What follows belongs to an exercise in optimizing a design on an open flow for small area; a production flow would make more cautious choices. At most, simulation tests tie the RTL to the original design; equivalence was not proved.

==> sierra: inputs <==
==> flow/design.v <==
`timescale 1ns/1ps
`default_nettype none
module top_level (
    input  wire        clk_100mhz,
    input  wire        btnC,
    input  wire [15:0] sw,
    output logic       tft_sclk,
    output logic       tft_copi,
    output logic       tft_cs,
    output logic       tft_rs,
    output logic       tft_rst,
    output logic       tft_bl
);
    localparam logic [24:0] C_RST   = 25'h0a1e41a;
    localparam logic [24:0] C_RSTHI = 25'h0d0f44c;
    localparam logic [24:0] C_B01   = 25'h1000485;
    localparam logic [24:0] C_B01E  = 25'h1000585;
    localparam logic [24:0] C_DLYE  = 25'h01a66a3;
    localparam logic [24:0] C_INIT2 = 25'h1fff586;
    localparam logic [24:0] C_RAMWR = 25'h1ffff86;
    localparam logic [24:0] C_END   = 25'h0500005;
    logic rst;
    always_ff @(posedge clk_100mhz) rst <= btnC;
    logic [24:0] cnt;
    logic        act;
    logic        dc;
    logic        rsth;
    logic [3:0]  pq;
    wire [2:0]  dv = cnt[2:0];
    wire        hf = cnt[3];
    wire [2:0]  bi = cnt[6:4];
    wire [17:0] U  = cnt[24:7];
    wire run   = (dv <= 3'd4);
    wire s_done = (dv == 3'd5);
    wire s_send = (dv == 3'd6);
    wire initr = U[17];
    logic [8:0] rom;
    always_comb begin
        rom = 9'h000;
        case (U[4:0])
            5'd9: rom = 9'h001;
            5'd10: rom = 9'h011;
            5'd11: rom = 9'h03a;
            5'd12: rom = 9'h105;
            5'd13: rom = 9'h036;
            5'd14: rom = 9'h100;
            5'd15: rom = 9'h02a;
            5'd16: rom = 9'h100;
            5'd17: rom = 9'h100;
            5'd18: rom = 9'h100;
            5'd19: rom = 9'h17f;
            5'd20: rom = 9'h02b;
            5'd21: rom = 9'h100;
            5'd22: rom = 9'h100;
            5'd23: rom = 9'h100;
            5'd24: rom = 9'h19f;
            5'd25: rom = 9'h013;
            5'd26: rom = 9'h029;
            5'd27: rom = 9'h02c;
            5'd28: rom = 9'h000;
            5'd29: rom = 9'h000;
            5'd30: rom = 9'h000;
            5'd31: rom = 9'h02c;
            default: rom = 9'h000;
        endcase
    end
    wire [6:0] x = U[7:1];
    wire [7:0] y = U[15:8];
    logic [15:0] col;
    always_comb begin
        case (pq)
            4'h0: col = 16'hF800;
            4'h1: col = 16'h07E0;
            4'h2: col = 16'h001F;
            4'h3: col = 16'hFFFF;
            4'h4: col = (x[4] ^ y[4]) ? 16'hFFFF : 16'h0000;
            4'h5: col = {1'b0, x[6:3], 11'b0};
            4'h6: col = {5'b0, y[7:2], 5'b0};
            4'h7: col = {11'b0, 1'b0, x[6:3]};
            4'h8: col = (x < 7'd43) ? 16'hF800 : (x < 7'd86) ? 16'h07E0 : 16'h001F;
            default: col = {1'b0, x[6:3], y[7:2], 1'b0, x[6:3]};
        endcase
    end
    wire [7:0] pbyte = U[0] ? col[7:0] : col[15:8];
    wire [7:0] byt = initr ? rom[7:0] : pbyte;
    wire       bit_o = byt[~bi];
    wire at_end = (cnt == C_END);
    wire chg    = (sw[3:0] != pq);
    wire e_dly  = !act && (cnt == C_DLYE);
    wire e_redr = !act && at_end && chg;
    always_ff @(posedge clk_100mhz) begin
        if (rst) begin
            cnt  <= C_RST;
            act  <= 1'b0;
            dc   <= 1'b1;
            rsth <= 1'b0;
        end else begin
            if (cnt == C_RSTHI) rsth <= 1'b1;
            if (e_dly) cnt <= C_INIT2;
            else if (e_redr) cnt <= C_RAMWR;
            else if (!at_end) begin
                if (dv == 3'd4) begin
                    cnt[3] <= !hf;
                    if (hf) begin
                        cnt[6:4] <= bi + 1'b1;
                        if (bi == 3'd7) begin
                            cnt[2:0] <= 3'd5;
                            cnt[24:7] <= U + 1'b1;
                        end else cnt[2:0] <= 3'd0;
                    end else cnt[2:0] <= 3'd0;
                end else cnt[2:0] <= dv + 1'b1;
            end
            if (cnt == C_B01 || e_dly || e_redr) act <= 1'b1;
            else if (cnt == C_B01E || at_end) act <= 1'b0;
            if (act && s_send && initr) dc <= rom[8];
            else if (act && s_done && !initr) dc <= 1'b1;
        end
    end
    always_ff @(posedge clk_100mhz)
        if (!act || s_done || s_send) pq <= sw[3:0];
    assign tft_sclk = act && run && hf;
    assign tft_copi = act && run && bit_o;
    assign tft_cs   = !act || (s_send && initr);
    assign tft_rs   = dc;
    assign tft_rst  = rsth;
    assign tft_bl   = 1'b1;
endmodule
`default_nettype wire
==> flow/run.sh <==
#!/bin/bash
# synth_recipe.tcl (not shown) runs the flow's synth.tcl, then flattens the netlist and writes it again
# the make line also repeats each setting of config.mk as NAME=value (left out here)
make -C /OpenROAD-flow-scripts/flow DESIGN_CONFIG=/design/flow/config.mk WORK_HOME=/design/flow/orfs CLKGATE_MAP_FILE= SYNTH_SCRIPT=/design/flow/synth_recipe.tcl finish
==> flow/config.mk <==
export PLATFORM = sky130hd
export DESIGN_NAME = top_level
export DESIGN_NICKNAME = top_level
export VERILOG_FILES = /design/flow/design.v
export SDC_FILE = /design/flow/constraint.sdc
export NUM_CORES = 4
export LEC_CHECK = 0
export CAP_MARGIN = 20
export CORE_MARGIN = 2
export CORE_UTILIZATION = 40
export SLEW_MARGIN = 20
==> flow/constraint.sdc <==
create_clock -name core_clock -period 10.0 [get_ports {clk_100mhz}]
set_input_delay 2.0000 -clock core_clock [delete_from_list [all_inputs] [get_ports {clk_100mhz}]]
set_output_delay 2.0000 -clock core_clock [all_outputs]
set_load 0.01 [all_outputs]
==> inputs of quartz, as changes to sierra <==
==> flow/design.v, changed modules only <==
module top_level (
    input  wire        clk_100mhz,
    input  wire        btnC,
    input  wire [15:0] sw,
    output logic       tft_sclk,
    output logic       tft_copi,
    output logic       tft_cs,
    output logic       tft_rs,
    output logic       tft_rst,
    output logic       tft_bl
);
    localparam logic [24:0] C_RST   = 25'h0a1e41a;
    localparam logic [24:0] C_INIT2 = 25'h1fff586;
    localparam logic [24:0] C_RAMWR = 25'h1ffff86;
    logic rst;
    always_ff @(posedge clk_100mhz) rst <= btnC;
    logic [24:0] cnt;
    logic        act;      
    logic        dc;
    logic        rsth;
    logic [3:0]  pq;       
    wire [2:0]  dv = cnt[2:0];
    wire        hf = cnt[3];
    wire [2:0]  bi = cnt[6:4];
    wire [17:0] U  = cnt[24:7];
    wire run    = (dv <= 3'd4);
    wire s_done = (dv == 3'd5);
    wire s_send = (dv == 3'd6);
    wire initr  = U[17];
    logic [8:0] rom;
    always_comb begin
        case (U[4:0])
            5'd9: rom = 9'h001;
            5'd10: rom = 9'h011;
            5'd11: rom = 9'h03a;
            5'd12: rom = 9'h105;
            5'd13: rom = 9'h036;
            5'd14: rom = 9'h100;
            5'd15: rom = 9'h02a;
            5'd16: rom = 9'h100;
            5'd17: rom = 9'h100;
            5'd18: rom = 9'h100;
            5'd19: rom = 9'h17f;
            5'd20: rom = 9'h02b;
            5'd21: rom = 9'h100;
            5'd22: rom = 9'h100;
            5'd23: rom = 9'h100;
            5'd24: rom = 9'h19f;
            5'd25: rom = 9'h013;
            5'd26: rom = 9'h029;
            5'd27: rom = 9'h02c;
            5'd28: rom = 9'h000;
            5'd29: rom = 9'h000;
            5'd30: rom = 9'h000;
            5'd31: rom = 9'h02c;
            default: rom = 9'h000;
        endcase
    end
    wire [3:0] pos = {U[0], bi};
    wire [6:0] x = U[7:1];
    wire [7:0] y = U[15:8];
    wire ch_r = (pos <= 4'd4);
    wire ch_b = (pos >= 4'd11);
    wire ch_g = !ch_r && !ch_b;
    logic g;
    always_comb begin
        case (pos)
            4'd1, 4'd12: g = x[6];
            4'd2, 4'd13: g = x[5];
            4'd3, 4'd14: g = x[4];
            4'd4, 4'd15: g = x[3];
            4'd5: g = y[7];
            4'd6: g = y[6];
            4'd7: g = y[5];
            4'd8: g = y[4];
            4'd9: g = y[3];
            4'd10: g = y[2];
            default: g = 1'b0;
        endcase
    end
    wire bar_r = (x < 7'd43);
    wire bar_g = !bar_r && (x < 7'd86);
    wire bar_b = !bar_r && !bar_g;
    logic pbit;
    always_comb begin
        case (pq)
            4'h0: pbit = ch_r;
            4'h1: pbit = ch_g;
            4'h2: pbit = ch_b;
            4'h3: pbit = 1'b1;
            4'h4: pbit = x[4] ^ y[4];
            4'h5: pbit = ch_r & g;
            4'h6: pbit = ch_g & g;
            4'h7: pbit = ch_b & g;
            4'h8: pbit = (bar_r & ch_r) | (bar_g & ch_g) | (bar_b & ch_b);
            default: pbit = g;
        endcase
    end
    wire [7:0] rrev = {rom[0], rom[1], rom[2], rom[3], rom[4], rom[5], rom[6], rom[7]};
    wire rbit = rrev[bi];
    wire bit_o = initr ? rbit : pbit;
    wire m_rsthi = cnt[2] & cnt[3] & cnt[6] & cnt[10] & cnt[12] & cnt[13] & cnt[14] & cnt[15] & cnt[20] & cnt[22];
    wire m_b01   = dc && !act && cnt[7] & cnt[10] & cnt[24];
    wire m_b01e  = cnt[7] & cnt[8] & !cnt[23] & cnt[24];
    wire m_dlye  = !dc && !act && cnt[0] & cnt[1] & cnt[5] & cnt[7] & cnt[9] & cnt[10] & cnt[13] & cnt[14] & cnt[17] & cnt[19] & cnt[20] & !cnt[24];
    wire at_end  = dc && cnt[20] & cnt[22] & !cnt[23];
    wire e_redr  = !act && at_end && (sw[3:0] != pq);
    always_ff @(posedge clk_100mhz) begin
        if (rst) begin
            cnt  <= C_RST;
            act  <= 1'b0;
            dc   <= 1'b1;
            rsth <= 1'b0;
        end else begin
            if (m_rsthi) rsth <= 1'b1;
            if (m_dlye) cnt <= C_INIT2;
            else if (e_redr) cnt <= C_RAMWR;
            else if (!at_end) begin
                if (dv == 3'd4) begin
                    cnt[3] <= !hf;
                    if (hf) begin
                        cnt[6:4] <= bi + 1'b1;
                        if (bi == 3'd7) begin
                            cnt[2:0] <= 3'd5;
                            cnt[24:7] <= U + 1'b1;
                        end else cnt[2:0] <= 3'd0;
                    end else cnt[2:0] <= 3'd0;
                end else cnt[2:0] <= dv + 1'b1;
            end
            if (m_b01 || m_dlye || e_redr) act <= 1'b1;
            else if (m_b01e || at_end) act <= 1'b0;
            if (act && s_send && initr) dc <= rom[8];
            else if (act && s_done && !initr) dc <= 1'b1;
        end
    end
    always_ff @(posedge clk_100mhz)
        if (!act || s_done || s_send) pq <= sw[3:0];
    assign tft_sclk = act && run && hf;
    assign tft_copi = act && run && bit_o;
    assign tft_cs   = !act || (s_send && initr);
    assign tft_rs   = dc;
    assign tft_rst  = rsth;
    assign tft_bl   = 1'b1;
endmodule
==> flow/flow/run.sh (new file) <==
#!/bin/bash
# Standard ORFS flow; only the ABC mapping script of synthesis is replaced by an
# area-oriented one, the adder extraction is skipped, the port buffers are buf_1,
# and clock tree synthesis gets its own arguments (flow/cts_args.txt).
set -euo pipefail
rm -rf scripts_own
cp -r "$FLOW_HOME/scripts" scripts_own
cp flow/abc_area.script scripts_own/abc_speed.script
bash standard.sh SCRIPTS_DIR="$PWD/scripts_own" ADDER_MAP_FILE= \
    BUFFER_PORTS_ARGS="-buffer_cell sky130_fd_sc_hd__buf_1" \
    CTS_ARGS="$(cat flow/cts_args.txt)" finish > flow_make.log 2>&1
==> flow/flow/abc_area.script (new file) <==
strash
&get -n
&deepsyn -T 60
&dch -f
&nf -R 1000
&put
strash
&get -n
&dch -f
&nf -R 1000
&put
==> flow/flow/cts_args.txt (new file) <==
-root_buf sky130_fd_sc_hd__clkbuf_8 -buf_list sky130_fd_sc_hd__clkbuf_8 -sink_clustering_enable -sink_clustering_size 40 -sink_clustering_max_diameter 1000 -sink_clustering_levels 1 -dont_use_dummy_load -repair_clock_nets
==> flow/standard.sh (new file) <==
#!/bin/bash
# synth_recipe.tcl (not shown) runs the flow's synth.tcl, then flattens the netlist and writes it again
# the make line also repeats each setting of config.mk as NAME=value (left out here)
make -C /OpenROAD-flow-scripts/flow DESIGN_CONFIG=/design/flow/config.mk WORK_HOME=/design/flow/orfs CLKGATE_MAP_FILE= SYNTH_SCRIPT=/design/flow/synth_recipe.tcl "${@:-finish}"
CTS_BUF_LIST = sky130_fd_sc_hd__clkbuf_8   (was unset)
CTS_CLUSTER_DIAMETER = 500   (was unset)
CTS_CLUSTER_SIZE = 40   (was unset)
removed: flow/run.sh
==> inputs of raven, as changes to sierra <==
==> flow/design.v, changed modules only <==
module top_level (
    input  wire        clk_100mhz,
    input  wire        btnC,
    input  wire [15:0] sw,
    output logic       tft_sclk,
    output logic       tft_copi,
    output logic       tft_cs,
    output logic       tft_rs,
    output logic       tft_rst,
    output logic       tft_bl
);
    localparam logic [24:0] C_RST   = 25'h0a1e41a;
    localparam logic [24:0] C_INIT2 = 25'h1fff586;
    localparam logic [24:0] C_RAMWR = 25'h1ffff86;
    logic rst;
    always_ff @(posedge clk_100mhz) rst <= btnC;
    logic [24:0] cnt;
    logic        act;      
    logic        dc;
    logic        rsth;
    logic [3:0]  pq;       
    wire [2:0]  dv = cnt[2:0];
    wire        hf = cnt[3];
    wire [2:0]  bi = cnt[6:4];
    wire [17:0] U  = cnt[24:7];
    wire run    = (dv <= 3'd4);
    wire s_done = (dv == 3'd5);
    wire s_send = (dv == 3'd6);
    wire initr  = U[17];
    logic [8:0] rom;
    always_comb begin
        case (U[4:0])
            5'd9: rom = 9'h001;
            5'd10: rom = 9'h011;
            5'd11: rom = 9'h03a;
            5'd12: rom = 9'h105;
            5'd13: rom = 9'h036;
            5'd14: rom = 9'h100;
            5'd15: rom = 9'h02a;
            5'd16: rom = 9'h100;
            5'd17: rom = 9'h100;
            5'd18: rom = 9'h100;
            5'd19: rom = 9'h17f;
            5'd20: rom = 9'h02b;
            5'd21: rom = 9'h100;
            5'd22: rom = 9'h100;
            5'd23: rom = 9'h100;
            5'd24: rom = 9'h19f;
            5'd25: rom = 9'h013;
            5'd26: rom = 9'h029;
            5'd27: rom = 9'h02c;
            5'd28: rom = 9'h000;
            5'd29: rom = 9'h000;
            5'd30: rom = 9'h000;
            5'd31: rom = 9'h02c;
            default: rom = 9'h000;
        endcase
    end
    wire [3:0] pos = {U[0], bi};
    wire [6:0] x = U[7:1];
    wire [7:0] y = U[15:8];
    wire ch_r = (pos <= 4'd4);
    wire ch_b = (pos >= 4'd11);
    wire ch_g = !ch_r && !ch_b;
    logic g;
    always_comb begin
        case (pos)
            4'd1, 4'd12: g = x[6];
            4'd2, 4'd13: g = x[5];
            4'd3, 4'd14: g = x[4];
            4'd4, 4'd15: g = x[3];
            4'd5: g = y[7];
            4'd6: g = y[6];
            4'd7: g = y[5];
            4'd8: g = y[4];
            4'd9: g = y[3];
            4'd10: g = y[2];
            default: g = 1'b0;
        endcase
    end
    wire bar_r = (x < 7'd43);
    wire bar_g = !bar_r && (x < 7'd86);
    wire bar_b = !bar_r && !bar_g;
    logic pbit;
    always_comb begin
        case (pq)
            4'h0: pbit = ch_r;
            4'h1: pbit = ch_g;
            4'h2: pbit = ch_b;
            4'h3: pbit = 1'b1;
            4'h4: pbit = x[4] ^ y[4];
            4'h5: pbit = ch_r & g;
            4'h6: pbit = ch_g & g;
            4'h7: pbit = ch_b & g;
            4'h8: pbit = (bar_r & ch_r) | (bar_g & ch_g) | (bar_b & ch_b);
            default: pbit = g;
        endcase
    end
    wire [7:0] rrev = {rom[0], rom[1], rom[2], rom[3], rom[4], rom[5], rom[6], rom[7]};
    wire rbit = rrev[bi];
    wire bit_o = initr ? rbit : pbit;
    wire m_rsthi = cnt[2] & cnt[3] & cnt[6] & cnt[10] & cnt[12] & cnt[13] & cnt[14] & cnt[15] & cnt[20] & cnt[22];
    wire m_b01   = dc && !act && cnt[7] & cnt[10] & cnt[24];
    wire m_b01e  = cnt[7] & cnt[8] & !cnt[23] & cnt[24];
    wire m_dlye  = !dc && !act && cnt[0] & cnt[1] & cnt[5] & cnt[7] & cnt[9] & cnt[10] & cnt[13] & cnt[14] & cnt[17] & cnt[19] & cnt[20] & !cnt[24];
    wire at_end  = dc && cnt[20] & cnt[22] & !cnt[23];
    wire e_redr  = !act && at_end && (sw[3:0] != pq);
    always_ff @(posedge clk_100mhz) begin
        if (rst) begin
            cnt  <= C_RST;
            act  <= 1'b0;
            dc   <= 1'b1;
            rsth <= 1'b0;
        end else begin
            if (m_rsthi) rsth <= 1'b1;
            if (m_dlye) cnt <= C_INIT2;
            else if (e_redr) cnt <= C_RAMWR;
            else if (!at_end) begin
                if (dv == 3'd4) begin
                    cnt[3] <= !hf;
                    if (hf) begin
                        cnt[6:4] <= bi + 1'b1;
                        if (bi == 3'd7) begin
                            cnt[2:0] <= 3'd5;
                            cnt[24:7] <= U + 1'b1;
                        end else cnt[2:0] <= 3'd0;
                    end else cnt[2:0] <= 3'd0;
                end else cnt[2:0] <= dv + 1'b1;
            end
            if (m_b01 || m_dlye || e_redr) act <= 1'b1;
            else if (m_b01e || at_end) act <= 1'b0;
            if (act && s_send && initr) dc <= rom[8];
            else if (act && s_done && !initr) dc <= 1'b1;
        end
    end
    always_ff @(posedge clk_100mhz)
        if (!act || s_done || s_send) pq <= sw[3:0];
    assign tft_sclk = act && run && hf;
    assign tft_copi = act && run && bit_o;
    assign tft_cs   = !act || (s_send && initr);
    assign tft_rs   = dc;
    assign tft_rst  = rsth;
    assign tft_bl   = 1'b1;
endmodule
==> flow/flow/run.sh (new file) <==
#!/bin/bash
# Standard ORFS flow; only the ABC mapping script of synthesis is replaced by an
# area-oriented one, the adder extraction is skipped, the port buffers are buf_1,
# and clock tree synthesis gets its own arguments (flow/cts_args.txt).
set -euo pipefail
rm -rf scripts_own
cp -r "$FLOW_HOME/scripts" scripts_own
cp flow/abc_area.script scripts_own/abc_speed.script
bash standard.sh SCRIPTS_DIR="$PWD/scripts_own" ADDER_MAP_FILE= \
    BUFFER_PORTS_ARGS="-buffer_cell sky130_fd_sc_hd__buf_1" \
    CTS_ARGS="$(cat flow/cts_args.txt)" finish > flow_make.log 2>&1
==> flow/flow/abc_area.script (new file) <==
strash
&get -n
&deepsyn -T 60
&dch -f
&nf -R 1000
&put
strash
&get -n
&dch -f
&nf -R 1000
&put
==> flow/flow/cts_args.txt (new file) <==
-root_buf sky130_fd_sc_hd__clkbuf_16 -buf_list sky130_fd_sc_hd__clkbuf_16 -dont_use_dummy_load
==> flow/standard.sh (new file) <==
#!/bin/bash
# synth_recipe.tcl (not shown) runs the flow's synth.tcl, then flattens the netlist and writes it again
# the make line also repeats each setting of config.mk as NAME=value (left out here)
make -C /OpenROAD-flow-scripts/flow DESIGN_CONFIG=/design/flow/config.mk WORK_HOME=/design/flow/orfs CLKGATE_MAP_FILE= SYNTH_SCRIPT=/design/flow/synth_recipe.tcl "${@:-finish}"
CTS_BUF_LIST = sky130_fd_sc_hd__clkbuf_8   (was unset)
CTS_CLUSTER_DIAMETER = 500   (was unset)
CTS_CLUSTER_SIZE = 40   (was unset)
removed: flow/run.sh
==> impl_metrics.py <==
metrics = {
    "outcome": {
        "outcome": "timing/DRC/antenna clean",
    },
    "sta": {
        "clock_skew_ns": 0.00604,
        "worst_pin_slew_ns": 0.953,
    },
    "setup_path": {
        "max_stage_delay_ns": 0.39,
    },
    "global_routing": {
        "grt_max_degree": 19,
    },
    "layout": {
        "area_delta_synth_final_pct": 12.5,
        "clkbuf_count": 5,
        "inverters": 1,
    },
    "yosys": {
        "syn-cell-area_sq_um": 1800,
    },
    "floorplanning": {
        "die_x_microns": 71.1,
        "start_util_pct": 41.4,
    },
    "power_and_ir_drop": {
        "p_comb_share_pct": 4.6,
    },
}
the above is filed under raven

==> impl_metrics.py <==
metrics = {
    "layout": {
        "inverters": 13,
        "multiInputGateArea_sq_um": 1710,
        "clkbuf_count": 7,
        "multi_input_area_share_pct": 62.0,
        "area_delta_synth_final_pct": 5.86,
    },
    "power_and_ir_drop": {
        "p_comb_share_pct": 8.8,
        "p_int_uw": 211,
    },
    "global_routing": {
        "grt_max_degree": 24,
        "antenna_found_initial": 0,
    },
    "sta": {
        "worst_pin_slew_ns": 0.809,
        "clock_skew_ns": 0.00828,
    },
    "outcome": {
        "outcome": "timing/DRC/antenna clean",
    },
    "yosys": {
        "syn-cell-area_sq_um": 2600,
    },
}
the above is filed under sierra

==> impl_metrics.py <==
metrics = {
    "outcome": {
        "outcome": "timing/DRC/antenna clean",
    },
    "floorplanning": {
        "die_x_microns": 71.1,
        "start_util_pct": 41.4,
    },
    "layout": {
        "reg_top3": "cnt (25), pq (4)",
        "area_delta_synth_final_pct": 9.38,
        "clkbuf_count": 5,
        "inverters": 1,
    },
    "global_routing": {
        "grt_max_degree": 19,
    },
    "setup_path": {
        "max_stage_delay_ns": 0.40,
    },
    "sta": {
        "worst_pin_slew_ns": 0.914,
    },
    "yosys": {
        "syn-cell-area_sq_um": 1800,
    },
    "power_and_ir_drop": {
        "p_comb_share_pct": 5.5,
    },
}
the above is filed under quartz

For sierra, only the layout was checked, not whether the RTL still works.

==> re-timing with driven ports <==
The results above use ideal ports. As a check the final layouts listed here were re-extracted and re-timed, cells and wires unchanged. Step 1 sets driving cells, clkbuf_16 on the clock port and buf_2 on the other inputs (assumed; they add their load-dependent delay and slew). Step 2 times the ports against the registers' clock, not the clock port: input delays grow and output delays shrink by t, the midpoint of the rising clock arrivals with the driver on. Three values: ideal, step 1, step 2; two values: the first two.
run	shift t [ns]	setup slack, ns	worst hold slack (ns)
sierra	0.308	4.390 / 4.362 / 4.671	0.484 / 0.484 / 0.484
quartz	0.307	5.319 / 5.292 / 5.599	0.474 / 0.474 / 0.474
raven	0.301	5.346 / 5.316 / 5.617	0.469 / 0.469 / 0.469
After both steps every run listed still meets setup and hold.
